Source: an optimization exercise on an open RTL-to-GDS flow (aim: small area and a short achievable clock period). Production flows keep margins and buffers that such runs may drop. Function was not checked in any run shown here: the RTL went through the layout flow alone. Power and IR drop assume default switching activity.

## design/flow/flow/run.sh

```bash
#!/bin/bash
set -euo pipefail
bash standard.sh "BUFFER_PORTS_ARGS=-buffer_cell sky130_fd_sc_hd__buf_1" finish > standard.log 2>&1
```

## design/flow/standard.sh

```bash
#!/bin/bash
# synth_recipe.tcl (not shown) runs the flow's synth.tcl, then flattens the netlist and writes it again
# the make line also repeats each setting of config.mk as NAME=value (left out here)
make -C /OpenROAD-flow-scripts/flow DESIGN_CONFIG=/design/flow/config.mk WORK_HOME=/design/flow/orfs CLKGATE_MAP_FILE= SYNTH_SCRIPT=/design/flow/synth_recipe.tcl "${@:-finish}"
```

## design/flow/config.mk

```make
export PLATFORM = sky130hd
export DESIGN_NAME = SCPU
export DESIGN_NICKNAME = SCPU
export VERILOG_FILES = /design/flow/design.v
export SDC_FILE = /design/flow/constraint.sdc
export NUM_CORES = 8
export LEC_CHECK = 0
export ABC_AREA = 1
export CAP_MARGIN = 10
export CORE_MARGIN = 2
export CORE_UTILIZATION = 40
export CTS_CLUSTER_DIAMETER = 100
export CTS_CLUSTER_SIZE = 25
export SETUP_SLACK_MARGIN = 5
export SLEW_MARGIN = 10
export SYNTH_HIERARCHICAL = 1
export SYNTH_MINIMUM_KEEP_SIZE = 0
export TNS_END_PERCENT = 20
```

## design/flow/constraint.sdc

```tcl
create_clock -name core_clock -period 8.0 [get_ports {clk}]
set_input_delay 1.6000 -clock core_clock [delete_from_list [all_inputs] [get_ports {clk}]]
set_output_delay 1.6000 -clock core_clock [all_outputs]
set_load 0.01 [all_outputs]
```

## design/flow/design.v

```verilog
module SCPU(clk, rst_n, in_valid, instruction, MEM_out, busy, out_valid, out0, out1, out2, out3, out4, out5, out6, out7, out8, out9, out10, out11, out12, out13, out14, out15, WEN, ADDR, MEM_in);
input clk, rst_n, in_valid;
input [18:0] instruction;
input [15:0] MEM_out;
output busy, out_valid, WEN;
output [12:0] ADDR;
output [15:0] MEM_in;
output reg [15:0] out0, out1, out2, out3, out4, out5, out6, out7, out8, out9, out10, out11, out12, out13, out14, out15;
assign busy = 1'b0;
wire [15:0] rdA, rdB;
wire [3:0] s0_n, s10_n, s11_n;
wire c4_n, c80_n, c81_n;
wire [4:0] ahp1_n;
wire [255:0] xi_s1_r = {out15, out14, out13, out12, out11, out10, out9, out8, out7, out6, out5, out4, out3, out2, out1, out0};
wire [18:0] xi_s1_ins = instruction;
wire [15:0] xo_s1_rda;
assign rdA = xo_s1_rda;
wire [15:0] xo_s1_rdb;
assign rdB = xo_s1_rdb;
wire [3:0] xo_s1_s0;
assign s0_n = xo_s1_s0;
wire  xo_s1_c4;
assign c4_n = xo_s1_c4;
wire [3:0] xo_s1_s10;
assign s10_n = xo_s1_s10;
wire  xo_s1_c80;
assign c80_n = xo_s1_c80;
wire [3:0] xo_s1_s11;
assign s11_n = xo_s1_s11;
wire  xo_s1_c81;
assign c81_n = xo_s1_c81;
wire [4:0] xo_s1_ahp1;
assign ahp1_n = xo_s1_ahp1;
if (1) begin : s1
  wire [255:0] r = xi_s1_r;
  wire [18:0] ins = xi_s1_ins;
  wire [15:0] rda;
  assign xo_s1_rda = rda;
  wire [15:0] rdb;
  assign xo_s1_rdb = rdb;
  wire [3:0] s0;
  assign xo_s1_s0 = s0;
  wire  c4;
  assign xo_s1_c4 = c4;
  wire [3:0] s10;
  assign xo_s1_s10 = s10;
  wire  c80;
  assign xo_s1_c80 = c80;
  wire [3:0] s11;
  assign xo_s1_s11 = s11;
  wire  c81;
  assign xo_s1_c81 = c81;
  wire [4:0] ahp1;
  assign xo_s1_ahp1 = ahp1;
wire [15:0] sa = 16'd1 << ins[15:12];
wire [15:0] sb = 16'd1 << ins[11:8];
wire [15:0] sa0, sa1, sb0, sb1;
scpu_dec4 da0(.a(ins[15:12]), .y(sa0));
scpu_dec4 da1(.a(ins[15:12]), .y(sa1));
scpu_dec4 db0(.a(ins[11:8]), .y(sb0));
scpu_dec4 db1(.a(ins[11:8]), .y(sb1));
reg [15:0] ta, tb;
integer i;
always @(*) begin
  ta = 16'd0; tb = 16'd0;
  for (i = 0; i < 16; i = i + 1) begin
    ta = ta | (r[16*i +: 16] & {{8{sa1[i]}}, {8{sa0[i]}}});
    tb = tb | (r[16*i +: 16] & {{8{sb1[i]}}, {8{sb0[i]}}});
  end
end
assign rda = ta;
assign rdb = tb;
wire [7:0] ag = ta[7:0] & ins[7:0];
wire [7:0] at = ta[7:0] | ins[7:0];
wire [7:0] ap = ta[7:0] ^ ins[7:0];
assign s0 = ap[3:0] ^ {(ag[0] & at[1] & at[2]) | (ag[1] & at[2]) | (ag[2]), (ag[0] & at[1]) | (ag[1]), (ag[0]), 1'b0};
assign c4 = (ag[0] & at[1] & at[2] & at[3]) | (ag[1] & at[2] & at[3]) | (ag[2] & at[3]) | (ag[3]);
assign s10 = ap[7:4] ^ {(ag[4] & at[5] & at[6]) | (ag[5] & at[6]) | (ag[6]), (ag[4] & at[5]) | (ag[5]), (ag[4]), 1'b0};
assign c80 = (ag[4] & at[5] & at[6] & at[7]) | (ag[5] & at[6] & at[7]) | (ag[6] & at[7]) | (ag[7]);
assign s11 = ap[7:4] ^ {(at[4] & at[5] & at[6]) | (ag[4] & at[5] & at[6]) | (ag[5] & at[6]) | (ag[6]), (at[4] & at[5]) | (ag[4] & at[5]) | (ag[5]), (at[4]) | (ag[4]), (1'b1)};
assign c81 = (at[4] & at[5] & at[6] & at[7]) | (ag[4] & at[5] & at[6] & at[7]) | (ag[5] & at[6] & at[7]) | (ag[6] & at[7]) | (ag[7]);
assign ahp1 = ta[12:8] ^ {&ta[11:8], &ta[10:8], &ta[9:8], ta[8], 1'b1};
end
reg v1, wen_r;
reg [2:0] op1;
reg [11:0] f1;
reg [15:0] A, B;
reg [3:0] s0_r, s10_r, s11_r;
reg c4_r, c80_r, c81_r;
reg [4:0] ahp1_r;
always @(posedge clk or negedge rst_n)
  if (!rst_n) begin v1 <= 1'b0; wen_r <= 1'b1; end
  else begin v1 <= in_valid; wen_r <= ~(in_valid & (instruction[18:16] == 3'd5)); end
always @(posedge clk) begin
  op1 <= instruction[18:16];
  f1 <= instruction[11:0];
  A <= rdA;
  B <= rdB;
  s0_r <= s0_n; s10_r <= s10_n; s11_r <= s11_n;
  c4_r <= c4_n; c80_r <= c80_n; c81_r <= c81_n;
  ahp1_r <= ahp1_n;
end
assign WEN = wen_r;
wire [4:0] hx1 = c81_r ? ahp1_r : A[12:8];
wire [4:0] hx0 = c80_r ? ahp1_r : A[12:8];
wire [8:0] ahi;
scpu_amux u_amux(.s(c4_r), .a({hx0, s10_r}), .b({hx1, s11_r}), .y(ahi));
assign ADDR = {ahi, s0_r};
assign MEM_in = B;
wire [86:0] mrow;
wire [15:0] r1_n;
wire r2b_n;
wire [15:0] xi_s2_a = A;
wire [15:0] xi_s2_b = B;
wire [2:0] xi_s2_op = op1;
wire [7:0] xi_s2_f = f1[7:0];
wire [86:0] xo_s2_m;
assign mrow = xo_s2_m;
wire [15:0] xo_s2_r1;
assign r1_n = xo_s2_r1;
wire  xo_s2_r2b;
assign r2b_n = xo_s2_r2b;
if (1) begin : s2
  wire [15:0] a = xi_s2_a;
  wire [15:0] b = xi_s2_b;
  wire [2:0] op = xi_s2_op;
  wire [7:0] f = xi_s2_f;
  wire [86:0] m;
  assign xo_s2_m = m;
  wire [15:0] r1;
  assign xo_s2_r1 = r1;
  wire  r2b;
  assign xo_s2_r2b = r2b;
wire [16:0] bx = {b, 1'b0};
wire [16:0] ax = {a[15], a};
wire [7:0] one, two, ng, nsx;
assign one[0] = bx[1] ^ bx[0];
assign two[0] = (bx[2] & ~bx[1] & ~bx[0]) | (~bx[2] & bx[1] & bx[0]);
assign ng[0] = bx[2];
assign one[1] = bx[3] ^ bx[2];
assign two[1] = (bx[4] & ~bx[3] & ~bx[2]) | (~bx[4] & bx[3] & bx[2]);
assign ng[1] = bx[4];
assign one[2] = bx[5] ^ bx[4];
assign two[2] = (bx[6] & ~bx[5] & ~bx[4]) | (~bx[6] & bx[5] & bx[4]);
assign ng[2] = bx[6];
assign one[3] = bx[7] ^ bx[6];
assign two[3] = (bx[8] & ~bx[7] & ~bx[6]) | (~bx[8] & bx[7] & bx[6]);
assign ng[3] = bx[8];
assign one[4] = bx[9] ^ bx[8];
assign two[4] = (bx[10] & ~bx[9] & ~bx[8]) | (~bx[10] & bx[9] & bx[8]);
assign ng[4] = bx[10];
assign one[5] = bx[11] ^ bx[10];
assign two[5] = (bx[12] & ~bx[11] & ~bx[10]) | (~bx[12] & bx[11] & bx[10]);
assign ng[5] = bx[12];
assign one[6] = bx[13] ^ bx[12];
assign two[6] = (bx[14] & ~bx[13] & ~bx[12]) | (~bx[14] & bx[13] & bx[12]);
assign ng[6] = bx[14];
assign one[7] = bx[15] ^ bx[14];
assign two[7] = (bx[16] & ~bx[15] & ~bx[14]) | (~bx[16] & bx[15] & bx[14]);
assign ng[7] = bx[16];
wire [16:0] pp0 = (({17{one[0]}} & ax) | ({17{two[0]}} & {ax[15:0], 1'b0})) ^ {17{ng[0]}};
assign nsx[0] = ~pp0[16];
wire [16:0] pp1 = (({17{one[1]}} & ax) | ({17{two[1]}} & {ax[15:0], 1'b0})) ^ {17{ng[1]}};
assign nsx[1] = ~pp1[16];
wire [16:0] pp2 = (({17{one[2]}} & ax) | ({17{two[2]}} & {ax[15:0], 1'b0})) ^ {17{ng[2]}};
assign nsx[2] = ~pp2[16];
wire [16:0] pp3 = (({17{one[3]}} & ax) | ({17{two[3]}} & {ax[15:0], 1'b0})) ^ {17{ng[3]}};
assign nsx[3] = ~pp3[16];
wire [16:0] pp4 = (({17{one[4]}} & ax) | ({17{two[4]}} & {ax[15:0], 1'b0})) ^ {17{ng[4]}};
assign nsx[4] = ~pp4[16];
wire [16:0] pp5 = (({17{one[5]}} & ax) | ({17{two[5]}} & {ax[15:0], 1'b0})) ^ {17{ng[5]}};
assign nsx[5] = ~pp5[16];
wire [16:0] pp6 = (({17{one[6]}} & ax) | ({17{two[6]}} & {ax[15:0], 1'b0})) ^ {17{ng[6]}};
assign nsx[6] = ~pp6[16];
wire [16:0] pp7 = (({17{one[7]}} & ax) | ({17{two[7]}} & {ax[15:0], 1'b0})) ^ {17{ng[7]}};
assign nsx[7] = ~pp7[16];
wire mhs0, mhc0, mhs1, mhc1, mfs0, mfc0, mhs2, mhc2, mfs1, mfc1, mhs3, mhc3, mfs2, mfc2, mfs3, mfc3, mhs4, mhc4, mfs4, mfc4, mfs5, mfc5, mhs5, mhc5, mfs6, mfc6, mfs7, mfc7, mhs6, mhc6, mfs8, mfc8, mfs9, mfc9, mhs7, mhc7, mfs10, mfc10, mfs11, mfc11, mhs8, mhc8, mfs12, mfc12, mfs13, mfc13, mfs14, mfc14, mhs9, mhc9, mhs10, mhc10, mhs11, mhc11, mfs15, mfc15, mhs12, mhc12, mfs16, mfc16, mhs13, mhc13, mfs17, mfc17, mfs18, mfc18, mfs19, mfc19, mfs20, mfc20, mfs21, mfc21, mfs22, mfc22, mfs23, mfc23, mfs24, mfc24, mfs25, mfc25, mfs26, mfc26, mfs27, mfc27, mfs28, mfc28, mfs29, mfc29, mfs30, mfc30, mfs31, mfc31, mfs32, mfc32, mfs33, mfc33, mfs34, mfc34, mfs35, mfc35, mfs36, mfc36, mfs37, mfc37, mfs38, mfc38, mfs39, mfc39, mfs40, mfc40, mfs41, mfc41, mfs42, mfc42, mfs43, mfc43, mhs14, mhc14, mfs44, mfc44, mhs15, mhc15, mhs16, mhc16, mhs17, mhc17, mfs45, mfc45, mfs46, mfc46, mfs47, mfc47, mfs48, mfc48, mfs49, mfc49, mfs50, mfc50, mfs51, mfc51, mfs52, mfc52, mfs53, mfc53, mfs54, mfc54, mfs55, mfc55, mfs56, mfc56, mfs57, mfc57, mfs58, mfc58, mfs59, mfc59, mfs60, mfc60, mfs61, mfc61, mfs62, mfc62, mfs63, mfc63, mfs64, mfc64, mfs65, mfc65, mhs18, mhc18;
assign mhs0 = pp0[10] ^ pp1[8];
assign mhc0 = pp0[10] & pp1[8];
assign mhs1 = pp0[11] ^ pp1[9];
assign mhc1 = pp0[11] & pp1[9];
assign mfs0 = pp0[12] ^ pp1[10] ^ pp2[8];
assign mfc0 = (pp0[12] & pp1[10]) | (pp0[12] & pp2[8]) | (pp1[10] & pp2[8]);
assign mhs2 = pp3[6] ^ pp4[4];
assign mhc2 = pp3[6] & pp4[4];
assign mfs1 = pp0[13] ^ pp1[11] ^ pp2[9];
assign mfc1 = (pp0[13] & pp1[11]) | (pp0[13] & pp2[9]) | (pp1[11] & pp2[9]);
assign mhs3 = pp3[7] ^ pp4[5];
assign mhc3 = pp3[7] & pp4[5];
assign mfs2 = pp0[14] ^ pp1[12] ^ pp2[10];
assign mfc2 = (pp0[14] & pp1[12]) | (pp0[14] & pp2[10]) | (pp1[12] & pp2[10]);
assign mfs3 = pp3[8] ^ pp4[6] ^ pp5[4];
assign mfc3 = (pp3[8] & pp4[6]) | (pp3[8] & pp5[4]) | (pp4[6] & pp5[4]);
assign mhs4 = pp6[2] ^ pp7[0];
assign mhc4 = pp6[2] & pp7[0];
assign mfs4 = pp0[15] ^ pp1[13] ^ pp2[11];
assign mfc4 = (pp0[15] & pp1[13]) | (pp0[15] & pp2[11]) | (pp1[13] & pp2[11]);
assign mfs5 = pp3[9] ^ pp4[7] ^ pp5[5];
assign mfc5 = (pp3[9] & pp4[7]) | (pp3[9] & pp5[5]) | (pp4[7] & pp5[5]);
assign mhs5 = pp6[3] ^ pp7[1];
assign mhc5 = pp6[3] & pp7[1];
assign mfs6 = pp0[16] ^ pp1[14] ^ pp2[12];
assign mfc6 = (pp0[16] & pp1[14]) | (pp0[16] & pp2[12]) | (pp1[14] & pp2[12]);
assign mfs7 = pp3[10] ^ pp4[8] ^ pp5[6];
assign mfc7 = (pp3[10] & pp4[8]) | (pp3[10] & pp5[6]) | (pp4[8] & pp5[6]);
assign mhs6 = pp6[4] ^ pp7[2];
assign mhc6 = pp6[4] & pp7[2];
assign mfs8 = pp0[16] ^ pp1[15] ^ pp2[13];
assign mfc8 = (pp0[16] & pp1[15]) | (pp0[16] & pp2[13]) | (pp1[15] & pp2[13]);
assign mfs9 = pp3[11] ^ pp4[9] ^ pp5[7];
assign mfc9 = (pp3[11] & pp4[9]) | (pp3[11] & pp5[7]) | (pp4[9] & pp5[7]);
assign mhs7 = pp6[5] ^ pp7[3];
assign mhc7 = pp6[5] & pp7[3];
assign mfs10 = nsx[0] ^ nsx[1] ^ pp2[14];
assign mfc10 = (nsx[0] & nsx[1]) | (nsx[0] & pp2[14]) | (nsx[1] & pp2[14]);
assign mfs11 = pp3[12] ^ pp4[10] ^ pp5[8];
assign mfc11 = (pp3[12] & pp4[10]) | (pp3[12] & pp5[8]) | (pp4[10] & pp5[8]);
assign mhs8 = pp6[6] ^ pp7[4];
assign mhc8 = pp6[6] & pp7[4];
assign mfs12 = 1'b1 ^ pp2[15] ^ pp3[13];
assign mfc12 = (1'b1 & pp2[15]) | (1'b1 & pp3[13]) | (pp2[15] & pp3[13]);
assign mfs13 = pp4[11] ^ pp5[9] ^ pp6[7];
assign mfc13 = (pp4[11] & pp5[9]) | (pp4[11] & pp6[7]) | (pp5[9] & pp6[7]);
assign mfs14 = nsx[2] ^ pp3[14] ^ pp4[12];
assign mfc14 = (nsx[2] & pp3[14]) | (nsx[2] & pp4[12]) | (pp3[14] & pp4[12]);
assign mhs9 = 1'b1 ^ pp3[15];
assign mhc9 = 1'b1 & pp3[15];
assign mhs10 = pp0[6] ^ pp1[4];
assign mhc10 = pp0[6] & pp1[4];
assign mhs11 = pp0[7] ^ pp1[5];
assign mhc11 = pp0[7] & pp1[5];
assign mfs15 = pp0[8] ^ pp1[6] ^ pp2[4];
assign mfc15 = (pp0[8] & pp1[6]) | (pp0[8] & pp2[4]) | (pp1[6] & pp2[4]);
assign mhs12 = pp3[2] ^ pp4[0];
assign mhc12 = pp3[2] & pp4[0];
assign mfs16 = pp0[9] ^ pp1[7] ^ pp2[5];
assign mfc16 = (pp0[9] & pp1[7]) | (pp0[9] & pp2[5]) | (pp1[7] & pp2[5]);
assign mhs13 = pp3[3] ^ pp4[1];
assign mhc13 = pp3[3] & pp4[1];
assign mfs17 = pp2[6] ^ pp3[4] ^ pp4[2];
assign mfc17 = (pp2[6] & pp3[4]) | (pp2[6] & pp4[2]) | (pp3[4] & pp4[2]);
assign mfs18 = pp5[0] ^ ng[5] ^ mhs0;
assign mfc18 = (pp5[0] & ng[5]) | (pp5[0] & mhs0) | (ng[5] & mhs0);
assign mfs19 = pp2[7] ^ pp3[5] ^ pp4[3];
assign mfc19 = (pp2[7] & pp3[5]) | (pp2[7] & pp4[3]) | (pp3[5] & pp4[3]);
assign mfs20 = pp5[1] ^ mhc0 ^ mhs1;
assign mfc20 = (pp5[1] & mhc0) | (pp5[1] & mhs1) | (mhc0 & mhs1);
assign mfs21 = pp5[2] ^ pp6[0] ^ ng[6];
assign mfc21 = (pp5[2] & pp6[0]) | (pp5[2] & ng[6]) | (pp6[0] & ng[6]);
assign mfs22 = mhc1 ^ mfs0 ^ mhs2;
assign mfc22 = (mhc1 & mfs0) | (mhc1 & mhs2) | (mfs0 & mhs2);
assign mfs23 = pp5[3] ^ pp6[1] ^ mfc0;
assign mfc23 = (pp5[3] & pp6[1]) | (pp5[3] & mfc0) | (pp6[1] & mfc0);
assign mfs24 = mhc2 ^ mfs1 ^ mhs3;
assign mfc24 = (mhc2 & mfs1) | (mhc2 & mhs3) | (mfs1 & mhs3);
assign mfs25 = ng[7] ^ mfc1 ^ mhc3;
assign mfc25 = (ng[7] & mfc1) | (ng[7] & mhc3) | (mfc1 & mhc3);
assign mfs26 = mfs2 ^ mfs3 ^ mhs4;
assign mfc26 = (mfs2 & mfs3) | (mfs2 & mhs4) | (mfs3 & mhs4);
assign mfs27 = mfc2 ^ mfc3 ^ mhc4;
assign mfc27 = (mfc2 & mfc3) | (mfc2 & mhc4) | (mfc3 & mhc4);
assign mfs28 = mfs4 ^ mfs5 ^ mhs5;
assign mfc28 = (mfs4 & mfs5) | (mfs4 & mhs5) | (mfs5 & mhs5);
assign mfs29 = mfc4 ^ mfc5 ^ mhc5;
assign mfc29 = (mfc4 & mfc5) | (mfc4 & mhc5) | (mfc5 & mhc5);
assign mfs30 = mfs6 ^ mfs7 ^ mhs6;
assign mfc30 = (mfs6 & mfs7) | (mfs6 & mhs6) | (mfs7 & mhs6);
assign mfs31 = mfc6 ^ mfc7 ^ mhc6;
assign mfc31 = (mfc6 & mfc7) | (mfc6 & mhc6) | (mfc7 & mhc6);
assign mfs32 = mfs8 ^ mfs9 ^ mhs7;
assign mfc32 = (mfs8 & mfs9) | (mfs8 & mhs7) | (mfs9 & mhs7);
assign mfs33 = mfc8 ^ mfc9 ^ mhc7;
assign mfc33 = (mfc8 & mfc9) | (mfc8 & mhc7) | (mfc9 & mhc7);
assign mfs34 = mfs10 ^ mfs11 ^ mhs8;
assign mfc34 = (mfs10 & mfs11) | (mfs10 & mhs8) | (mfs11 & mhs8);
assign mfs35 = pp7[5] ^ mfc10 ^ mfc11;
assign mfc35 = (pp7[5] & mfc10) | (pp7[5] & mfc11) | (mfc10 & mfc11);
assign mfs36 = mhc8 ^ mfs12 ^ mfs13;
assign mfc36 = (mhc8 & mfs12) | (mhc8 & mfs13) | (mfs12 & mfs13);
assign mfs37 = pp5[10] ^ pp6[8] ^ pp7[6];
assign mfc37 = (pp5[10] & pp6[8]) | (pp5[10] & pp7[6]) | (pp6[8] & pp7[6]);
assign mfs38 = mfc12 ^ mfc13 ^ mfs14;
assign mfc38 = (mfc12 & mfc13) | (mfc12 & mfs14) | (mfc13 & mfs14);
assign mfs39 = pp4[13] ^ pp5[11] ^ pp6[9];
assign mfc39 = (pp4[13] & pp5[11]) | (pp4[13] & pp6[9]) | (pp5[11] & pp6[9]);
assign mfs40 = pp7[7] ^ mfc14 ^ mhs9;
assign mfc40 = (pp7[7] & mfc14) | (pp7[7] & mhs9) | (mfc14 & mhs9);
assign mfs41 = nsx[3] ^ pp4[14] ^ pp5[12];
assign mfc41 = (nsx[3] & pp4[14]) | (nsx[3] & pp5[12]) | (pp4[14] & pp5[12]);
assign mfs42 = pp6[10] ^ pp7[8] ^ mhc9;
assign mfc42 = (pp6[10] & pp7[8]) | (pp6[10] & mhc9) | (pp7[8] & mhc9);
assign mfs43 = 1'b1 ^ pp4[15] ^ pp5[13];
assign mfc43 = (1'b1 & pp4[15]) | (1'b1 & pp5[13]) | (pp4[15] & pp5[13]);
assign mhs14 = pp6[11] ^ pp7[9];
assign mhc14 = pp6[11] & pp7[9];
assign mfs44 = nsx[4] ^ pp5[14] ^ pp6[12];
assign mfc44 = (nsx[4] & pp5[14]) | (nsx[4] & pp6[12]) | (pp5[14] & pp6[12]);
assign mhs15 = 1'b1 ^ pp5[15];
assign mhc15 = 1'b1 & pp5[15];
assign mhs16 = pp0[4] ^ pp1[2];
assign mhc16 = pp0[4] & pp1[2];
assign mhs17 = pp0[5] ^ pp1[3];
assign mhc17 = pp0[5] & pp1[3];
assign mfs45 = pp2[2] ^ pp3[0] ^ ng[3];
assign mfc45 = (pp2[2] & pp3[0]) | (pp2[2] & ng[3]) | (pp3[0] & ng[3]);
assign mfs46 = pp2[3] ^ pp3[1] ^ mhc10;
assign mfc46 = (pp2[3] & pp3[1]) | (pp2[3] & mhc10) | (pp3[1] & mhc10);
assign mfs47 = ng[4] ^ mhc11 ^ mfs15;
assign mfc47 = (ng[4] & mhc11) | (ng[4] & mfs15) | (mhc11 & mfs15);
assign mfs48 = mfc15 ^ mhc12 ^ mfs16;
assign mfc48 = (mfc15 & mhc12) | (mfc15 & mfs16) | (mhc12 & mfs16);
assign mfs49 = mfc16 ^ mhc13 ^ mfs17;
assign mfc49 = (mfc16 & mhc13) | (mfc16 & mfs17) | (mhc13 & mfs17);
assign mfs50 = mfc17 ^ mfc18 ^ mfs19;
assign mfc50 = (mfc17 & mfc18) | (mfc17 & mfs19) | (mfc18 & mfs19);
assign mfs51 = mfc19 ^ mfc20 ^ mfs21;
assign mfc51 = (mfc19 & mfc20) | (mfc19 & mfs21) | (mfc20 & mfs21);
assign mfs52 = mfc21 ^ mfc22 ^ mfs23;
assign mfc52 = (mfc21 & mfc22) | (mfc21 & mfs23) | (mfc22 & mfs23);
assign mfs53 = mfc23 ^ mfc24 ^ mfs25;
assign mfc53 = (mfc23 & mfc24) | (mfc23 & mfs25) | (mfc24 & mfs25);
assign mfs54 = mfc25 ^ mfc26 ^ mfs27;
assign mfc54 = (mfc25 & mfc26) | (mfc25 & mfs27) | (mfc26 & mfs27);
assign mfs55 = mfc27 ^ mfc28 ^ mfs29;
assign mfc55 = (mfc27 & mfc28) | (mfc27 & mfs29) | (mfc28 & mfs29);
assign mfs56 = mfc29 ^ mfc30 ^ mfs31;
assign mfc56 = (mfc29 & mfc30) | (mfc29 & mfs31) | (mfc30 & mfs31);
assign mfs57 = mfc31 ^ mfc32 ^ mfs33;
assign mfc57 = (mfc31 & mfc32) | (mfc31 & mfs33) | (mfc32 & mfs33);
assign mfs58 = mfc33 ^ mfc34 ^ mfs35;
assign mfc58 = (mfc33 & mfc34) | (mfc33 & mfs35) | (mfc34 & mfs35);
assign mfs59 = mfc35 ^ mfc36 ^ mfs37;
assign mfc59 = (mfc35 & mfc36) | (mfc35 & mfs37) | (mfc36 & mfs37);
assign mfs60 = mfc37 ^ mfc38 ^ mfs39;
assign mfc60 = (mfc37 & mfc38) | (mfc37 & mfs39) | (mfc38 & mfs39);
assign mfs61 = mfc39 ^ mfc40 ^ mfs41;
assign mfc61 = (mfc39 & mfc40) | (mfc39 & mfs41) | (mfc40 & mfs41);
assign mfs62 = mfc41 ^ mfc42 ^ mfs43;
assign mfc62 = (mfc41 & mfc42) | (mfc41 & mfs43) | (mfc42 & mfs43);
assign mfs63 = pp7[10] ^ mfc43 ^ mhc14;
assign mfc63 = (pp7[10] & mfc43) | (pp7[10] & mhc14) | (mfc43 & mhc14);
assign mfs64 = pp6[13] ^ pp7[11] ^ mfc44;
assign mfc64 = (pp6[13] & pp7[11]) | (pp6[13] & mfc44) | (pp7[11] & mfc44);
assign mfs65 = nsx[5] ^ pp6[14] ^ pp7[12];
assign mfc65 = (nsx[5] & pp6[14]) | (nsx[5] & pp7[12]) | (pp6[14] & pp7[12]);
assign mhs18 = 1'b1 ^ pp6[15];
assign mhc18 = 1'b1 & pp6[15];
assign m = {1'b1, nsx[7], pp7[15], 1'b1, mhc18, pp7[14], nsx[6], mhs18, mfc65, pp7[13], mfs65, mfc64, mhc15, mfs64, mfc63, mhs15, mfs63, mfc62, mfs44, mfs62, mfc61, mhs14, mfs61, mfc60, mfs42, mfs60, mfc59, mfs40, mfs59, mfc58, mfs38, mfs58, mfc57, mfs36, mfs57, mfc56, mfs34, mfs56, mfc55, mfs32, mfs55, mfc54, mfs30, mfs54, mfc53, mfs28, mfs53, mfc52, mfs26, mfs52, mfc51, mfs24, mfs51, mfc50, mfs22, mfs50, mfc49, mfs20, mfs49, mfc48, mfs18, mfs48, mfc47, mhs13, mfs47, mfc46, mhs12, mfs46, mfc45, mhs11, mfs45, mhc17, mhs10, mhs17, mhc16, pp2[1], mhs16, ng[2], pp2[0], pp1[1], pp0[3], ng[1], pp1[0], pp0[2], pp0[1], ng[0], pp0[0]};
wire [3:0] func = f[3:0];
wire sub = ((op == 3'd0) & (func == 4'd4)) | (op == 3'd4);
wire [15:0] y0 = (op == 3'd0) ? b : {{8{f[7]}}, f};
wire [15:0] sum;
wire [15:0] yx = y0 ^ {16{sub}};
wire [15:0] ad_g = a & yx;
wire [15:0] ad_t = a | yx;
wire [15:0] ad_p = a ^ yx;
wire ad_c0 = sub;
wire ad_G0 = ad_g[0] | (ad_t[0] & ad_c0);
wire ad_G0_1 = ad_g[1] | (ad_t[1] & ad_G0);
wire ad_G0_3 = ad_g[3] | (ad_t[3] & ad_g[2]);
wire ad_T0_3 = ad_t[3] & ad_t[2];
wire ad_G0_5 = ad_g[5] | (ad_t[5] & ad_g[4]);
wire ad_T0_5 = ad_t[5] & ad_t[4];
wire ad_G0_7 = ad_g[7] | (ad_t[7] & ad_g[6]);
wire ad_T0_7 = ad_t[7] & ad_t[6];
wire ad_G0_9 = ad_g[9] | (ad_t[9] & ad_g[8]);
wire ad_T0_9 = ad_t[9] & ad_t[8];
wire ad_G0_11 = ad_g[11] | (ad_t[11] & ad_g[10]);
wire ad_T0_11 = ad_t[11] & ad_t[10];
wire ad_G0_13 = ad_g[13] | (ad_t[13] & ad_g[12]);
wire ad_T0_13 = ad_t[13] & ad_t[12];
wire ad_G0_15 = ad_g[15] | (ad_t[15] & ad_g[14]);
wire ad_T0_15 = ad_t[15] & ad_t[14];
wire ad_G1_2 = ad_g[2] | (ad_t[2] & ad_G0_1);
wire ad_G1_3 = ad_G0_3 | (ad_T0_3 & ad_G0_1);
wire ad_G1_6 = ad_g[6] | (ad_t[6] & ad_G0_5);
wire ad_T1_6 = ad_t[6] & ad_T0_5;
wire ad_G1_7 = ad_G0_7 | (ad_T0_7 & ad_G0_5);
wire ad_T1_7 = ad_T0_7 & ad_T0_5;
wire ad_G1_10 = ad_g[10] | (ad_t[10] & ad_G0_9);
wire ad_T1_10 = ad_t[10] & ad_T0_9;
wire ad_G1_11 = ad_G0_11 | (ad_T0_11 & ad_G0_9);
wire ad_T1_11 = ad_T0_11 & ad_T0_9;
wire ad_G1_14 = ad_g[14] | (ad_t[14] & ad_G0_13);
wire ad_T1_14 = ad_t[14] & ad_T0_13;
wire ad_G1_15 = ad_G0_15 | (ad_T0_15 & ad_G0_13);
wire ad_T1_15 = ad_T0_15 & ad_T0_13;
wire ad_G2_4 = ad_g[4] | (ad_t[4] & ad_G1_3);
wire ad_G2_5 = ad_G0_5 | (ad_T0_5 & ad_G1_3);
wire ad_G2_6 = ad_G1_6 | (ad_T1_6 & ad_G1_3);
wire ad_G2_7 = ad_G1_7 | (ad_T1_7 & ad_G1_3);
wire ad_G2_12 = ad_g[12] | (ad_t[12] & ad_G1_11);
wire ad_T2_12 = ad_t[12] & ad_T1_11;
wire ad_G2_13 = ad_G0_13 | (ad_T0_13 & ad_G1_11);
wire ad_T2_13 = ad_T0_13 & ad_T1_11;
wire ad_G2_14 = ad_G1_14 | (ad_T1_14 & ad_G1_11);
wire ad_T2_14 = ad_T1_14 & ad_T1_11;
wire ad_G2_15 = ad_G1_15 | (ad_T1_15 & ad_G1_11);
wire ad_T2_15 = ad_T1_15 & ad_T1_11;
wire ad_G3_8 = ad_g[8] | (ad_t[8] & ad_G2_7);
wire ad_G3_9 = ad_G0_9 | (ad_T0_9 & ad_G2_7);
wire ad_G3_10 = ad_G1_10 | (ad_T1_10 & ad_G2_7);
wire ad_G3_11 = ad_G1_11 | (ad_T1_11 & ad_G2_7);
wire ad_G3_12 = ad_G2_12 | (ad_T2_12 & ad_G2_7);
wire ad_G3_13 = ad_G2_13 | (ad_T2_13 & ad_G2_7);
wire ad_G3_14 = ad_G2_14 | (ad_T2_14 & ad_G2_7);
wire ad_G3_15 = ad_G2_15 | (ad_T2_15 & ad_G2_7);
assign sum = ad_p ^ {ad_G3_14, ad_G3_13, ad_G3_12, ad_G3_11, ad_G3_10, ad_G3_9, ad_G3_8, ad_G2_7, ad_G2_6, ad_G2_5, ad_G2_4, ad_G1_3, ad_G1_2, ad_G0_1, ad_G0, ad_c0};
wire eq = (a == b);
wire signed [15:0] sa = a, sb = b;
wire lt = (sa < sb);
wire cmp = (op == 3'd2) ? eq : lt;
reg [15:0] t;
always @(*) begin
  t = 16'd0;
  case (op)
    3'd0: case (func)
            4'd0: t = a & b;
            4'd1: t = a | b;
            4'd2: t = a ^ b;
            4'd3, 4'd4: t = sum;
            default: t = 16'd0;
          endcase
    3'd3, 3'd4: t = sum;
    default: t = {15'd0, cmp};
  endcase
end
assign r1 = t;
assign r2b = ~cmp;
end
reg v2, we1, we2, ld2, mul2, ov, r2b_r;
reg [3:0] d1, d2;
reg [15:0] r1_r;
reg q0_0, q0_1, q1_0, q2_0, q2_1, q2_2, q3_0, q3_1, q4_0, q4_1, q4_2, q5_0, q5_1, q5_2, q6_0, q6_1, q6_2, q7_0, q7_1, q7_2, q8_0, q8_1, q8_2, q9_0, q9_1, q9_2, q10_0, q10_1, q10_2, q11_0, q11_1, q11_2, q12_0, q12_1, q12_2, q13_0, q13_1, q13_2, q14_0, q14_1, q14_2, q15_0, q15_1, q15_2, q16_0, q16_1, q16_2, q17_0, q17_1, q17_2, q18_0, q18_1, q18_2, q19_0, q19_1, q19_2, q20_0, q20_1, q20_2, q21_0, q21_1, q21_2, q22_0, q22_1, q22_2, q23_0, q23_1, q23_2, q24_0, q24_1, q24_2, q25_0, q25_1, q25_2, q26_0, q26_1, q26_2, q27_0, q27_1, q27_2, q28_0, q28_1, q28_2, q29_0, q29_1, q30_0, q31_0;
always @(posedge clk or negedge rst_n)
  if (!rst_n) begin v2 <= 1'b0; we1 <= 1'b0; we2 <= 1'b0; end
  else begin
    v2 <= v1;
    we1 <= v1 & (op1 != 3'd5);
    we2 <= v1 & ((op1 == 3'd1) | (op1 == 3'd2) | (op1 == 3'd7));
  end
always @(posedge clk) begin
  ld2 <= (op1 == 3'd6);
  mul2 <= (op1 == 3'd1);
  d1 <= ((op1 == 3'd3) | (op1 == 3'd4) | (op1 == 3'd6)) ? f1[11:8] : f1[7:4];
  d2 <= f1[3:0];
  r1_r <= r1_n;
  r2b_r <= r2b_n;
  q0_0 <= mrow[0];
  q0_1 <= mrow[1];
  q1_0 <= mrow[2];
  q2_0 <= mrow[3];
  q2_1 <= mrow[4];
  q2_2 <= mrow[5];
  q3_0 <= mrow[6];
  q3_1 <= mrow[7];
  q4_0 <= mrow[8];
  q4_1 <= mrow[9];
  q4_2 <= mrow[10];
  q5_0 <= mrow[11];
  q5_1 <= mrow[12];
  q5_2 <= mrow[13];
  q6_0 <= mrow[14];
  q6_1 <= mrow[15];
  q6_2 <= mrow[16];
  q7_0 <= mrow[17];
  q7_1 <= mrow[18];
  q7_2 <= mrow[19];
  q8_0 <= mrow[20];
  q8_1 <= mrow[21];
  q8_2 <= mrow[22];
  q9_0 <= mrow[23];
  q9_1 <= mrow[24];
  q9_2 <= mrow[25];
  q10_0 <= mrow[26];
  q10_1 <= mrow[27];
  q10_2 <= mrow[28];
  q11_0 <= mrow[29];
  q11_1 <= mrow[30];
  q11_2 <= mrow[31];
  q12_0 <= mrow[32];
  q12_1 <= mrow[33];
  q12_2 <= mrow[34];
  q13_0 <= mrow[35];
  q13_1 <= mrow[36];
  q13_2 <= mrow[37];
  q14_0 <= mrow[38];
  q14_1 <= mrow[39];
  q14_2 <= mrow[40];
  q15_0 <= mrow[41];
  q15_1 <= mrow[42];
  q15_2 <= mrow[43];
  q16_0 <= mrow[44];
  q16_1 <= mrow[45];
  q16_2 <= mrow[46];
  q17_0 <= mrow[47];
  q17_1 <= mrow[48];
  q17_2 <= mrow[49];
  q18_0 <= mrow[50];
  q18_1 <= mrow[51];
  q18_2 <= mrow[52];
  q19_0 <= mrow[53];
  q19_1 <= mrow[54];
  q19_2 <= mrow[55];
  q20_0 <= mrow[56];
  q20_1 <= mrow[57];
  q20_2 <= mrow[58];
  q21_0 <= mrow[59];
  q21_1 <= mrow[60];
  q21_2 <= mrow[61];
  q22_0 <= mrow[62];
  q22_1 <= mrow[63];
  q22_2 <= mrow[64];
  q23_0 <= mrow[65];
  q23_1 <= mrow[66];
  q23_2 <= mrow[67];
  q24_0 <= mrow[68];
  q24_1 <= mrow[69];
  q24_2 <= mrow[70];
  q25_0 <= mrow[71];
  q25_1 <= mrow[72];
  q25_2 <= mrow[73];
  q26_0 <= mrow[74];
  q26_1 <= mrow[75];
  q26_2 <= mrow[76];
  q27_0 <= mrow[77];
  q27_1 <= mrow[78];
  q27_2 <= mrow[79];
  q28_0 <= mrow[80];
  q28_1 <= mrow[81];
  q28_2 <= mrow[82];
  q29_0 <= mrow[83];
  q29_1 <= mrow[84];
  q30_0 <= mrow[85];
  q31_0 <= mrow[86];
end
wire [255:0] nrf;
wire [86:0] xi_s3_q = {q31_0, q30_0, q29_1, q29_0, q28_2, q28_1, q28_0, q27_2, q27_1, q27_0, q26_2, q26_1, q26_0, q25_2, q25_1, q25_0, q24_2, q24_1, q24_0, q23_2, q23_1, q23_0, q22_2, q22_1, q22_0, q21_2, q21_1, q21_0, q20_2, q20_1, q20_0, q19_2, q19_1, q19_0, q18_2, q18_1, q18_0, q17_2, q17_1, q17_0, q16_2, q16_1, q16_0, q15_2, q15_1, q15_0, q14_2, q14_1, q14_0, q13_2, q13_1, q13_0, q12_2, q12_1, q12_0, q11_2, q11_1, q11_0, q10_2, q10_1, q10_0, q9_2, q9_1, q9_0, q8_2, q8_1, q8_0, q7_2, q7_1, q7_0, q6_2, q6_1, q6_0, q5_2, q5_1, q5_0, q4_2, q4_1, q4_0, q3_1, q3_0, q2_2, q2_1, q2_0, q1_0, q0_1, q0_0};
wire [15:0] xi_s3_r1 = r1_r;
wire  xi_s3_r2b = r2b_r;
wire  xi_s3_mul = mul2;
wire  xi_s3_ld = ld2;
wire  xi_s3_we1 = we1;
wire  xi_s3_we2 = we2;
wire [3:0] xi_s3_d1 = d1;
wire [3:0] xi_s3_d2 = d2;
wire [15:0] xi_s3_mo = MEM_out;
wire [255:0] xi_s3_r = {out15, out14, out13, out12, out11, out10, out9, out8, out7, out6, out5, out4, out3, out2, out1, out0};
wire [255:0] xo_s3_nr;
assign nrf = xo_s3_nr;
if (1) begin : s3
  wire [86:0] q = xi_s3_q;
  wire [15:0] r1 = xi_s3_r1;
  wire  r2b = xi_s3_r2b;
  wire  mul = xi_s3_mul;
  wire  ld = xi_s3_ld;
  wire  we1 = xi_s3_we1;
  wire  we2 = xi_s3_we2;
  wire [3:0] d1 = xi_s3_d1;
  wire [3:0] d2 = xi_s3_d2;
  wire [15:0] mo = xi_s3_mo;
  wire [255:0] r = xi_s3_r;
  wire [255:0] nr;
  assign xo_s3_nr = nr;
wire q0_0 = q[0];
wire q0_1 = q[1];
wire q1_0 = q[2];
wire q2_0 = q[3];
wire q2_1 = q[4];
wire q2_2 = q[5];
wire q3_0 = q[6];
wire q3_1 = q[7];
wire q4_0 = q[8];
wire q4_1 = q[9];
wire q4_2 = q[10];
wire q5_0 = q[11];
wire q5_1 = q[12];
wire q5_2 = q[13];
wire q6_0 = q[14];
wire q6_1 = q[15];
wire q6_2 = q[16];
wire q7_0 = q[17];
wire q7_1 = q[18];
wire q7_2 = q[19];
wire q8_0 = q[20];
wire q8_1 = q[21];
wire q8_2 = q[22];
wire q9_0 = q[23];
wire q9_1 = q[24];
wire q9_2 = q[25];
wire q10_0 = q[26];
wire q10_1 = q[27];
wire q10_2 = q[28];
wire q11_0 = q[29];
wire q11_1 = q[30];
wire q11_2 = q[31];
wire q12_0 = q[32];
wire q12_1 = q[33];
wire q12_2 = q[34];
wire q13_0 = q[35];
wire q13_1 = q[36];
wire q13_2 = q[37];
wire q14_0 = q[38];
wire q14_1 = q[39];
wire q14_2 = q[40];
wire q15_0 = q[41];
wire q15_1 = q[42];
wire q15_2 = q[43];
wire q16_0 = q[44];
wire q16_1 = q[45];
wire q16_2 = q[46];
wire q17_0 = q[47];
wire q17_1 = q[48];
wire q17_2 = q[49];
wire q18_0 = q[50];
wire q18_1 = q[51];
wire q18_2 = q[52];
wire q19_0 = q[53];
wire q19_1 = q[54];
wire q19_2 = q[55];
wire q20_0 = q[56];
wire q20_1 = q[57];
wire q20_2 = q[58];
wire q21_0 = q[59];
wire q21_1 = q[60];
wire q21_2 = q[61];
wire q22_0 = q[62];
wire q22_1 = q[63];
wire q22_2 = q[64];
wire q23_0 = q[65];
wire q23_1 = q[66];
wire q23_2 = q[67];
wire q24_0 = q[68];
wire q24_1 = q[69];
wire q24_2 = q[70];
wire q25_0 = q[71];
wire q25_1 = q[72];
wire q25_2 = q[73];
wire q26_0 = q[74];
wire q26_1 = q[75];
wire q26_2 = q[76];
wire q27_0 = q[77];
wire q27_1 = q[78];
wire q27_2 = q[79];
wire q28_0 = q[80];
wire q28_1 = q[81];
wire q28_2 = q[82];
wire q29_0 = q[83];
wire q29_1 = q[84];
wire q30_0 = q[85];
wire q31_0 = q[86];
wire fhs0, fhc0, fhs1, fhc1, ffs0, ffc0, ffs1, ffc1, ffs2, ffc2, ffs3, ffc3, ffs4, ffc4, ffs5, ffc5, ffs6, ffc6, ffs7, ffc7, ffs8, ffc8, ffs9, ffc9, ffs10, ffc10, ffs11, ffc11, ffs12, ffc12, ffs13, ffc13, ffs14, ffc14, ffs15, ffc15, ffs16, ffc16, ffs17, ffc17, ffs18, ffc18, ffs19, ffc19, ffs20, ffc20, ffs21, ffc21, ffs22, ffc22, ffs23, ffc23, ffs24, ffc24, fhs2, fhc2;
assign fhs0 = q2_0 ^ q2_1;
assign fhc0 = q2_0 & q2_1;
assign fhs1 = q3_0 ^ q3_1;
assign fhc1 = q3_0 & q3_1;
assign ffs0 = q4_0 ^ q4_1 ^ q4_2;
assign ffc0 = (q4_0 & q4_1) | (q4_0 & q4_2) | (q4_1 & q4_2);
assign ffs1 = q5_0 ^ q5_1 ^ q5_2;
assign ffc1 = (q5_0 & q5_1) | (q5_0 & q5_2) | (q5_1 & q5_2);
assign ffs2 = q6_0 ^ q6_1 ^ q6_2;
assign ffc2 = (q6_0 & q6_1) | (q6_0 & q6_2) | (q6_1 & q6_2);
assign ffs3 = q7_0 ^ q7_1 ^ q7_2;
assign ffc3 = (q7_0 & q7_1) | (q7_0 & q7_2) | (q7_1 & q7_2);
assign ffs4 = q8_0 ^ q8_1 ^ q8_2;
assign ffc4 = (q8_0 & q8_1) | (q8_0 & q8_2) | (q8_1 & q8_2);
assign ffs5 = q9_0 ^ q9_1 ^ q9_2;
assign ffc5 = (q9_0 & q9_1) | (q9_0 & q9_2) | (q9_1 & q9_2);
assign ffs6 = q10_0 ^ q10_1 ^ q10_2;
assign ffc6 = (q10_0 & q10_1) | (q10_0 & q10_2) | (q10_1 & q10_2);
assign ffs7 = q11_0 ^ q11_1 ^ q11_2;
assign ffc7 = (q11_0 & q11_1) | (q11_0 & q11_2) | (q11_1 & q11_2);
assign ffs8 = q12_0 ^ q12_1 ^ q12_2;
assign ffc8 = (q12_0 & q12_1) | (q12_0 & q12_2) | (q12_1 & q12_2);
assign ffs9 = q13_0 ^ q13_1 ^ q13_2;
assign ffc9 = (q13_0 & q13_1) | (q13_0 & q13_2) | (q13_1 & q13_2);
assign ffs10 = q14_0 ^ q14_1 ^ q14_2;
assign ffc10 = (q14_0 & q14_1) | (q14_0 & q14_2) | (q14_1 & q14_2);
assign ffs11 = q15_0 ^ q15_1 ^ q15_2;
assign ffc11 = (q15_0 & q15_1) | (q15_0 & q15_2) | (q15_1 & q15_2);
assign ffs12 = q16_0 ^ q16_1 ^ q16_2;
assign ffc12 = (q16_0 & q16_1) | (q16_0 & q16_2) | (q16_1 & q16_2);
assign ffs13 = q17_0 ^ q17_1 ^ q17_2;
assign ffc13 = (q17_0 & q17_1) | (q17_0 & q17_2) | (q17_1 & q17_2);
assign ffs14 = q18_0 ^ q18_1 ^ q18_2;
assign ffc14 = (q18_0 & q18_1) | (q18_0 & q18_2) | (q18_1 & q18_2);
assign ffs15 = q19_0 ^ q19_1 ^ q19_2;
assign ffc15 = (q19_0 & q19_1) | (q19_0 & q19_2) | (q19_1 & q19_2);
assign ffs16 = q20_0 ^ q20_1 ^ q20_2;
assign ffc16 = (q20_0 & q20_1) | (q20_0 & q20_2) | (q20_1 & q20_2);
assign ffs17 = q21_0 ^ q21_1 ^ q21_2;
assign ffc17 = (q21_0 & q21_1) | (q21_0 & q21_2) | (q21_1 & q21_2);
assign ffs18 = q22_0 ^ q22_1 ^ q22_2;
assign ffc18 = (q22_0 & q22_1) | (q22_0 & q22_2) | (q22_1 & q22_2);
assign ffs19 = q23_0 ^ q23_1 ^ q23_2;
assign ffc19 = (q23_0 & q23_1) | (q23_0 & q23_2) | (q23_1 & q23_2);
assign ffs20 = q24_0 ^ q24_1 ^ q24_2;
assign ffc20 = (q24_0 & q24_1) | (q24_0 & q24_2) | (q24_1 & q24_2);
assign ffs21 = q25_0 ^ q25_1 ^ q25_2;
assign ffc21 = (q25_0 & q25_1) | (q25_0 & q25_2) | (q25_1 & q25_2);
assign ffs22 = q26_0 ^ q26_1 ^ q26_2;
assign ffc22 = (q26_0 & q26_1) | (q26_0 & q26_2) | (q26_1 & q26_2);
assign ffs23 = q27_0 ^ q27_1 ^ q27_2;
assign ffc23 = (q27_0 & q27_1) | (q27_0 & q27_2) | (q27_1 & q27_2);
assign ffs24 = q28_0 ^ q28_1 ^ q28_2;
assign ffc24 = (q28_0 & q28_1) | (q28_0 & q28_2) | (q28_1 & q28_2);
assign fhs2 = q29_0 ^ q29_1;
assign fhc2 = q29_0 & q29_1;
wire [31:0] fs = {q31_0, q30_0, ffc24, ffc23, ffc22, ffc21, ffc20, ffc19, ffc18, ffc17, ffc16, ffc15, ffc14, ffc13, ffc12, ffc11, ffc10, ffc9, ffc8, ffc7, ffc6, ffc5, ffc4, ffc3, ffc2, ffc1, ffc0, fhc1, fhc0, q2_2, q1_0, q0_0};
wire [31:0] fc = {1'b0, fhc2, fhs2, ffs24, ffs23, ffs22, ffs21, ffs20, ffs19, ffs18, ffs17, ffs16, ffs15, ffs14, ffs13, ffs12, ffs11, ffs10, ffs9, ffs8, ffs7, ffs6, ffs5, ffs4, ffs3, ffs2, ffs1, ffs0, fhs1, fhs0, 1'b0, q0_1};
wire [31:0] p = fs + fc;
wire [15:0] x1 = ld ? mo : r1;
wire [15:0] w1a, w2a, w1b, w2b;
scpu_wmux u_wa(.mul(mul), .p(p), .x1(x1), .r2b(r2b), .w1(w1a), .w2(w2a));
scpu_wmux u_wb(.mul(mul), .p(p), .x1(x1), .r2b(r2b), .w1(w1b), .w2(w2b));
genvar g;
for (g = 0; g < 16; g = g + 1) begin : wb
  wire s2 = we2 && d2 == g;
  wire s1 = we1 && d1 == g && !s2;
  wire h = !(s1 | s2);
  genvar k;
  for (k = 0; k < 16; k = k + 1) begin : bt
    scpu_wbit u(.s2(s2), .w2(g < 8 ? w2a[k] : w2b[k]), .s1(s1), .w1(g < 8 ? w1a[k] : w1b[k]), .h(h), .q(r[16*g+k]), .d(nr[16*g+k]));
  end
end
end
assign out_valid = ov;
always @(posedge clk or negedge rst_n)
  if (!rst_n) begin
    ov <= 1'b0;
    out0 <= 16'd0;
    out1 <= 16'd0;
    out2 <= 16'd0;
    out3 <= 16'd0;
    out4 <= 16'd0;
    out5 <= 16'd0;
    out6 <= 16'd0;
    out7 <= 16'd0;
    out8 <= 16'd0;
    out9 <= 16'd0;
    out10 <= 16'd0;
    out11 <= 16'd0;
    out12 <= 16'd0;
    out13 <= 16'd0;
    out14 <= 16'd0;
    out15 <= 16'd0;
  end else begin
    ov <= v2;
    out0 <= nrf[15:0];
    out1 <= nrf[31:16];
    out2 <= nrf[47:32];
    out3 <= nrf[63:48];
    out4 <= nrf[79:64];
    out5 <= nrf[95:80];
    out6 <= nrf[111:96];
    out7 <= nrf[127:112];
    out8 <= nrf[143:128];
    out9 <= nrf[159:144];
    out10 <= nrf[175:160];
    out11 <= nrf[191:176];
    out12 <= nrf[207:192];
    out13 <= nrf[223:208];
    out14 <= nrf[239:224];
    out15 <= nrf[255:240];
  end
endmodule
module scpu_wmux(mul, p, x1, r2b, w1, w2);
input mul, r2b;
input [31:0] p;
input [15:0] x1;
output [15:0] w1, w2;
assign w1 = mul ? p[31:16] : x1;
assign w2 = mul ? p[15:0] : {15'd0, r2b};
endmodule
module scpu_amux(s, a, b, y);
input s;
input [8:0] a, b;
output [8:0] y;
assign y = s ? b : a;
endmodule
module scpu_dec4(a, y);
input [3:0] a;
output [15:0] y;
assign y = 16'd1 << a;
endmodule
module scpu_wbit(s2, w2, s1, w1, h, q, d);
input s2, w2, s1, w1, h, q;
output d;
assign d = (s2 & w2) | (s1 & w1) | (h & q);
endmodule
```

==> impl_metrics.csv, run 1 <==
group,metric,value,unit
worst_hold_path,hold_path.class,"reg -> reg",
placement,port_buffers,324,
clock_tree,clockBufferDepth,3,
clock_tree,ctsHoldBuffers,0,
sta,fmax,316,MHz
synthesis,synthCells,3941,
synthesis,synthArstFlopShare,59.4,%
setup_path,worstPathMaxFanout,3,
synthesis,yosysWarnings,7,
status,status,"finished clean",
floorplanning,die_area,0.0752,mm^2
sta,grt_setup_unrepaired,"yes",
routing,drc,0,
clock_tree,cts_tree,"built",
power,combPwrFrac,64.2,%
sta,worstMarginPinSlew,1310,ps
synthesis,avgSynthCellArea,7.42,um^2
setup_path,path_class,"reg -> out",
grt,grt_max_degree,165,
power,clkPwrFrac,8.4,%
sta,setup_viol,0,
sta,final.period_utilization,39.6,%
floorplanning,core_area,0.0726,mm^2
sta,max-slew-margin-rel,12.7,%
layout,diodes,0,
grt,grt_overflow_total,0,
layout,nets,4559,
synthesis,ys_types,57,
synthesis,synth_top_flop_cell,"dfrtp_1",
layout,fin_area,0.0345,mm^2
grt,use_met3,8.84,%
grt,grt.busiest_layer,"met2",
setup_path,cp_num_buf_inv,2,
power,p_per_area,527,mW/mm^2
layout,fin_cells,5265,
floorplanning,pin_count,326,
floorplanning,row_count,99,
grt,antenna_found_initial,5,
floorplanning,die_w,274,um
clock_tree,clk_pin_slew,110,ps
setup_path,cpMaxStageDelayCell,"dfxtp_4",
power,ir_worst_vdd,446,uV
clock_tree,cts_root_buf,"clkbuf_16",
clock_tree,cts_sinks,441,
synthesis,syn_nets,4213,
synthesis,synth_area,0.0292,mm^2
routing,vias_per_cell,5.89,
floorplanning,initial_core_util,40.3,%
setup_path,startpoint_type,"flop",
power,sequentialPowerShare,27.4,%
routing,vias,31000,
setup_path,end_kind,"primary output",
floorplanning,fp.dieH,274,um
routing,drtIter0Drc,3951,
sta,drv_slew,0,
routing,drtPass1Iterations,6,
layout,area_growth,18.2,%
run,cap_violations,0,
layout,drive_above_1_share,11.7,%
synthesis,ys_ff_latch,441,
power,netSwitchingFraction,56.0,%
grt,grt_use_total,35.7,%
setup_path,crit_family,"flip-flops",
clock_tree,numCtsBuffers,25,
sta,fin_setup_tns,0,ps
placement,placed_cells,5149,
synthesis,yosysTopAreaCell,"dfrtp_1",
grt,grtUsageMet2,55.1,%
sta,clock_skew,29.7,ps
synthesis,synth_edf_count,0,
grt,grt_pass1_wl,199000,um
clock_tree,htree_levels,1,
placement,placed_cell_area,0.0316,mm^2
setup_path,path_cells,"clkinv_8 > o21ai_2 > nand2_1 > nand2_2 > buf_6",
setup_path,required,6400,ps
grt,grt_pass1_vias,29100,
placement,finalWeightedCongestion,1.02,
setup_path,critPathMaxStageDelay,450,ps
power,switchingPower,10200,uW
synthesis,ys_seq_area_share,34.7,%
routing,wl,137000,um
power,p_int,8020,uW
sta,period_needed,3170,ps
synthesis,synth.area.top_cells,"dfrtp_1 22%, nand2_1 19%, dfxtp_1 12%, fa_1 6.3%, ha_1 6.1%",
clock_tree,clk_latency,630,ps
synthesis,netlist.area_leader.share,22.3,%
setup_path,cp.arrival,1570,ps
placement,dp_hpwl,103000,um
routing,routedWlPerCell,25.9,um
routing,antenna_left,0,
sta,hold_violations,0,
power,power_leakage,0.0161,uW
grt,met1_usage,48.2,%
-- placed cells by master, fill, tap and decap left out, drive strengths merged, types with 14 or more instances in the layout --
cell type  count
a21oi         72
a221oi        70
a22o          43
buf          440
clkbuf        37
clkinv        27
dfrtp        261
dfxtp        179
fa            92
ha           142
inv          298
mux2          18
nand2       1508
nand3        353
nand4         46
nor2         202
nor3          24
o21ai         89
o21bai        14
o22ai        131
xnor2         21
xor2         151
-- power by group through the flow --
stage	combinational [uW]	clock, uW	sequential (uW)
floorplan	6400	0	4310
global placement	10100	0	4880
detailed placement	10200	0	4840
CTS	10800	1550	4860
global route	12900	1630	4970
finish	11700	1530	4980
-- routing by layer --
| layer | up-vias | part of all wire (%) |
|---|---|---|
| met4 | 4 | 4.4 |
| met5 | - | 0.015 |
| met3 | 369 | 12 |
| met1 | 14900 | 40 |
| met2 | 2070 | 44 |
| li1 | 13600 | - |
-- per-module statistics from Yosys, one instance, submodules excluded --
| module | cells inside | copies in the design | area [um^2] |
|---|---|---|---|
| scpu_wmux | 87 | 2 | 358 |
| scpu_wbit | 4 | 256 | 16.3 |
| scpu_dec4 | 30 | 4 | 126 |
| SCPU | 2594 | 1 | 23700 |
| scpu_amux | 29 | 1 | 116 |
-- logic make-up after synthesis --
group,share of synthesized area [%]
AO/OA/AOI/OAI,10.5
other,0.0128
adder cells (fa/ha/maj),12.4
AND/OR/NAND/NOR,30.2
XOR/XNOR,5.16
buffers and inverters,6.29
multiplexers,0.728
flip-flops,34.7
-- Yosys cell counts, drive strengths merged (46+ instances only) --
library cell,instances
o22ai,131
fa,92
buf,58
inv,298
o21ai,88
dfrtp,261
clkbuf,76
ha,142
nor2,202
a221oi,70
nand4,46
nand2,1507
a21oi,72
xor2,151
dfxtp,179
nand3,353
-- layout make-up --
| type | count | area [um^2] |
|---|---|---|
| Clock buffer | 33 | 656 |
| Sequential cell | 441 | 10200 |
| Tap cell | 959 | 1200 |
| Multi-Input combinational cell | 3053 | 18500 |
| Timing Repair inverter | 6 | 52.6 |
| Timing Repair Buffer | 445 | 2440 |
| Inverter | 315 | 1340 |
| Fill cell | 7390 | 38100 |
| Clock inverter | 13 | 170 |
-- worst paths after layout --
| kind | end | slack, ps | cells past startpoint | startpoint |
|---|---|---|---|---|
| hold / removal | ov | 360 | 0 | v2 |
| setup / recovery | ADDR[8] | 4830 | 5 | A[8] |
| setup reg to reg | out9[5] | 4960 | 13 | q4_0 |
| min in group asynchronous | out10[6] | 940 | 1 | rst_n |
| hold reg to reg | ov | 360 | 0 | v2 |
| max in group asynchronous | out1[13] | 5740 | 2 | rst_n |
-- stage by stage --
step           worst slack, ps  util [%]  hold WS [ps]  total power, uW
6_report                  4830      47.6           362            18200
5_1_grt                   4800      47.6           378            19500
4_1_cts                   4860      46.8           364            17300
3_5_place_dp              3340      43.5           342            15100
3_3_place_gp              3420      43.5           344            15000
2_1_floorplan             4690         -           331            10700
-- what timing repair did --
item | in CTS | in global routing
pin swaps | 38 | 29
buffers inserted | 53 | 6
cloned | 10 | 1
endpoints found under the hold margin | 0 | 0
resized for setup | 311 | 131
setup endpoints to repair | 360 | 340
==> inputs of run 2 (changes only) <==
==> design/flow/flow/run.sh (replaced) <==
#!/bin/bash
# The standard layout, with two changes:
# 1. The port buffers are plain buf_1 cells (the resizer may still resize
#    them) instead of the default choice.
# 2. Two passes: the first pass is the standard layout. The second pass
#    redoes the layout from detailed routing on: before it, the gates are
#    resized (sizing and pin swaps only) with the parasitics extracted from
#    the first pass's routed layout, then legalized and globally routed again
#    (flow/postroute_resize.tcl, a PRE_DETAIL_ROUTE hook).
# Each tool's output goes to a log file of its own in this folder.
set -euo pipefail
HERE=$(pwd)
PORTS="BUFFER_PORTS_ARGS=-buffer_cell sky130_fd_sc_hd__buf_1"
RES=$HERE/orfs/results/$FLOW_PLATFORM/SCPU/base

bash standard.sh "$PORTS" finish > standard_pass1.log 2>&1
mkdir -p pass1
cp $RES/6_final.spef pass1/6_final.spef
cp out/final.def pass1/final.def
rm -f out/final.def
for f in $RES/5_2_route.odb $RES/5_3_fillcell.odb $RES/5_route.odb $RES/5_route.sdc $RES/6_*; do rm -f $f; done
export POSTROUTE_SPEF=$HERE/pass1/6_final.spef
bash standard.sh "$PORTS" "PRE_DETAIL_ROUTE_TCL=$HERE/flow/postroute_resize.tcl" finish > standard_pass2.log 2>&1
==> design/flow/flow/postroute_resize.tcl (new file) <==
# PRE_DETAIL_ROUTE hook of the second layout pass: resize gates with the
# parasitics extracted from the first pass's routed layout (same netlist), so
# that timing repair sees real wires rather than estimates; then legalize and
# route globally again before the detailed routing.
if { [info exists ::env(POSTROUTE_SPEF)] && [file exists $::env(POSTROUTE_SPEF)] } {
  source $::env(PLATFORM_DIR)/setRC.tcl
  set_propagated_clock [all_clocks]
  estimate_parasitics -placement
  read_spef $::env(POSTROUTE_SPEF)
  puts "post-route resize: worst slack before [worst_slack -max]"
  if { [env_var_exists_and_non_empty DONT_USE_CELLS] } {
    set_dont_use $::env(DONT_USE_CELLS)
  }
  repair_timing -setup -setup_margin $::env(SETUP_SLACK_MARGIN) -sequence "sizeup,swap" \
    -match_cell_footprint -verbose
  puts "post-route resize: worst slack after [worst_slack -max]"
  set_placement_padding -global \
    -left $::env(CELL_PAD_IN_SITES_DETAIL_PLACEMENT) \
    -right $::env(CELL_PAD_IN_SITES_DETAIL_PLACEMENT)
  detailed_placement
  check_placement -verbose
  source $::env(FASTROUTE_TCL)
  global_route -congestion_report_file $::env(REPORTS_DIR)/congestion_postroute_resize.rpt \
    {*}$::env(GLOBAL_ROUTE_ARGS)
}
==> impl_metrics.csv, run 2 <==
group,metric,value,unit
synthesis,synth.top_cells.by_count,"1505 x nand2_1, 353 x nand3_1, 287 x inv_1",
placement,dp_hpwl,103000,um
synthesis,ys_ff_latch,441,
synthesis,yosysTopAreaCell,"dfrtp_1",
layout,mostFrequentLayoutCell,"nand2_1",
power,power_leakage,0.0161,uW
synthesis,synth.area.top_cells,"dfrtp_1 22%, nand2_1 19%, dfxtp_1 12%, fa_1 6.3%, ha_1 6.1%",
synthesis,synth_most_common_cell,"nand2_1",
layout,fin_cells,5266,
grt,grt_pass1_wl,199000,um
placement,placed_cells,5149,
clock_tree,ctsHoldBuffers,0,
placement,finalWeightedCongestion,1.02,
grt,grtUsageMet2,55.1,%
synthesis,ys_types,57,
worst_hold_path,hold_path.class,"reg -> reg",
setup_path,crit_path_start,"A[12]",
synthesis,netlist.area_leader.share,22.3,%
power,switchingPower,10200,uW
grt,grt_overflow_total,0,
status,status,"finished clean",
grt,antenna_found_initial,5,
sta,final.period_utilization,39.4,%
power,combPwrFrac,64.3,%
clock_tree,htree_levels,1,
clock_tree,clk_pin_slew,110,ps
setup_path,worstReg2RegStart,"A[15]",
routing,vias_per_cell,5.88,
clock_tree,clockBufferDepth,3,
grt,met1_usage,48.2,%
synthesis,syn_nets,4213,
power,netSwitchingFraction,55.9,%
power,clkPwrFrac,8.4,%
sta,grt_setup_unrepaired,"yes",
layout,nets,4559,
clock_tree,cts_root_buf,"clkbuf_16",
power,p_int,8040,uW
power,sequentialPowerShare,27.3,%
setup_path,cp.arrival,1550,ps
layout,area_growth,18.5,%
clock_tree,numCtsBuffers,25,
setup_path,r2r_slack,4970,ps
setup_path,endpoint,"ADDR[12]",
clock_tree,cts_sinks,441,
grt,use_met3,8.84,%
synthesis,yosysWarnings,7,
placement,port_buffers,324,
setup_path,required,6400,ps
power,p_per_area,526,mW/mm^2
layout,drive_above_1_share,12.2,%
placement,pre_cts_ws,3340,ps
floorplanning,fp.dieH,274,um
synthesis,synth_area,0.0292,mm^2
grt,grt.busiest_layer,"met2",
floorplanning,core_area,0.0726,mm^2
grt,grt_max_degree,165,
sta,fmax,317,MHz
sta,period_needed,3150,ps
floorplanning,pin_count,326,
sta,drv_slew,0,
sta,layout_setup_ws,4850,ps
sta,worstMarginPinSlew,1280,ps
grt,grt_use_total,35.7,%
setup_path,end_kind,"primary output",
sta,max-slew-margin-rel,14.1,%
sta,setup_viol,0,
sta,clock_skew,29.4,ps
run,cap_violations,0,
floorplanning,initial_core_util,40.3,%
setup_path,path_class,"reg -> out",
sta,hold_violations,0,
floorplanning,die_area,0.0752,mm^2
clock_tree,clk_latency,630,ps
synthesis,avgSynthCellArea,7.42,um^2
synthesis,ys_seq_area_share,34.7,%
clock_tree,cts_tree,"built",
setup_path,worstPathMaxFanout,3,
sta,fin_setup_tns,0,ps
setup_path,startpoint_type,"flop",
layout,final_core_util,47.7,%
routing,drtPass1Iterations,8,
routing,vias,31000,
grt,grt_pass1_vias,29100,
routing,routedWlPerCell,25.9,um
routing,drc,0,
floorplanning,row_count,99,
power,ir_worst_vdd,446,uV
layout,final_cell_mix,"1442 x nand2_1, 340 x nand3_1, 304 x buf_1",
synthesis,synth_edf_count,0,
routing,antenna_left,0,
synthesis,synthCells,3941,
floorplanning,die_w,274,um
setup_path,rr_endpoint,"q19_2",
routing,drtIter0Drc,4020,
setup_path,reg2regPathDepth,8,
routing,wl,137000,um
synthesis,synth_top_flop_cell,"dfrtp_1",
synthesis,synthArstFlopShare,59.4,%
==> run 2: cell families (layout without fill, tap and decap cells) <==
kind of cell | count (synthesis) | in the layout | synth area share, %
compound gates | 463 | 464 | 10.5
other cells | 1 | 2 | 0.0128
flops | 441 | 441 | 34.7
mux | 19 | 19 | 0.728
simple gates | 2162 | 2163 | 30.2
fa+ha+maj | 234 | 234 | 12.4
xor+xnor | 172 | 172 | 5.16
buf+inv | 449 | 812 | 6.29
==> run 2: power by group through the flow <==
stage          logic, uW  clock network [uW]  registers [uW]
5_1_grt            12900                1630            4970
2_1_floorplan       6400                   0            4310
6_report           11700                1530            4980
3_5_place_dp       10200                   0            4840
3_3_place_gp       10100                   0            4880
4_1_cts            10800                1550            4860
==> run 2: layer usage <==
metal  vias to the layer above  part of all wire, %  wire length, um
met2                      2040                   44            59800
li1                      13600                    -                -
met1                     14900                   40            54400
met3                       387                   12            16000
met5                         -                    0                0
met4                         0                  4.7             6380
==> run 2: worst min-delay path by stage <==
stage          from  end  cells after the start
6_report         v2   ov                      0
2_1_floorplan    v2   ov                      0
3_5_place_dp     v2   ov                      0
5_1_grt          v2   ov                      0
4_1_cts          v2   ov                      0
3_3_place_gp     v2   ov                      0
==> run 2: layout make-up <==
cell class / count / area, um^2
Timing Repair Buffer: 445 / 2470
Clock buffer: 33 / 656
Timing Repair inverter: 6 / 55.1
Sequential cell: 441 / 10200
Antenna cell: 1 / 2.50
Fill cell: 7377 / 38000
Multi-Input combinational cell: 3053 / 18500
Inverter: 315 / 1350
Clock inverter: 13 / 170
Tap cell: 959 / 1200
==> run 2: critical path, cell delays in order, from the launching register on <==
cell and delay (ps):
dfxtp_4 450, clkinv_8 70, o21ai_2 120, nand2_1 70, nand2_2 110, buf_6 110
==> run 2: modules after synthesis (local to each module, per instance) <==
module / times used / flops+latches / cells inside / area [um^2]
SCPU: 1 / 441 / 2594 / 23700
scpu_dec4: 4 / 0 / 30 / 126
scpu_amux: 1 / 0 / 29 / 116
scpu_wmux: 2 / 0 / 87 / 358
scpu_wbit: 256 / 0 / 4 / 16.3
==> run 2: what timing repair did <==
action                                  4_1_cts  5_1_grt
setup buffers                                53        6
resized for setup                           311      131
hold endpoints to repair                      0        0
endpoints found under the setup margin      360      340
pin swaps                                    38       29
gates cloned                                 10        1
==> run 2: per-stage QoR <==
stage | instance area (um^2) | power [uW] | hold slack, ps
finish | 34600 | 18200 | 362
global route | 34500 | 19500 | 378
CTS | 33900 | 17300 | 364
detailed placement | 31600 | 15100 | 342
global placement | 31600 | 15000 | 344
floorplan | 29300 | 10700 | 331

static timing again, ports no longer ideal:
Ports are ideal in the flow. The routed layouts listed here were re-timed in OpenROAD. Step 1 assumes that a clkbuf_16 drives the clock port and a buf_2 every other input. Step 2 times the ports against the registers' clock, not the clock port: input delays grow and output delays shrink by t, the midpoint of the rising clock arrivals with the driver on. Slacks: ideal / step 1 / step 2; pairs: ideal / step 1.
| run | shift t [ns] | setup WS [ns] | worst setup path at the end | latest minus earliest clock arrival (ns) |
|---|---|---|---|---|
| run 1 | 0.686 | 4.834 / 4.766 / 4.143 | input to register | 0.029 / 0.030 |
| run 2 | 0.681 | 4.849 / 4.783 / 4.188 | input to register | 0.029 / 0.030 |
After both steps setup and hold are still met in every run listed. For run 1, which loses most, drivers alone change the setup slack by -0.068 ns; drivers and shift together by -0.691 ns.
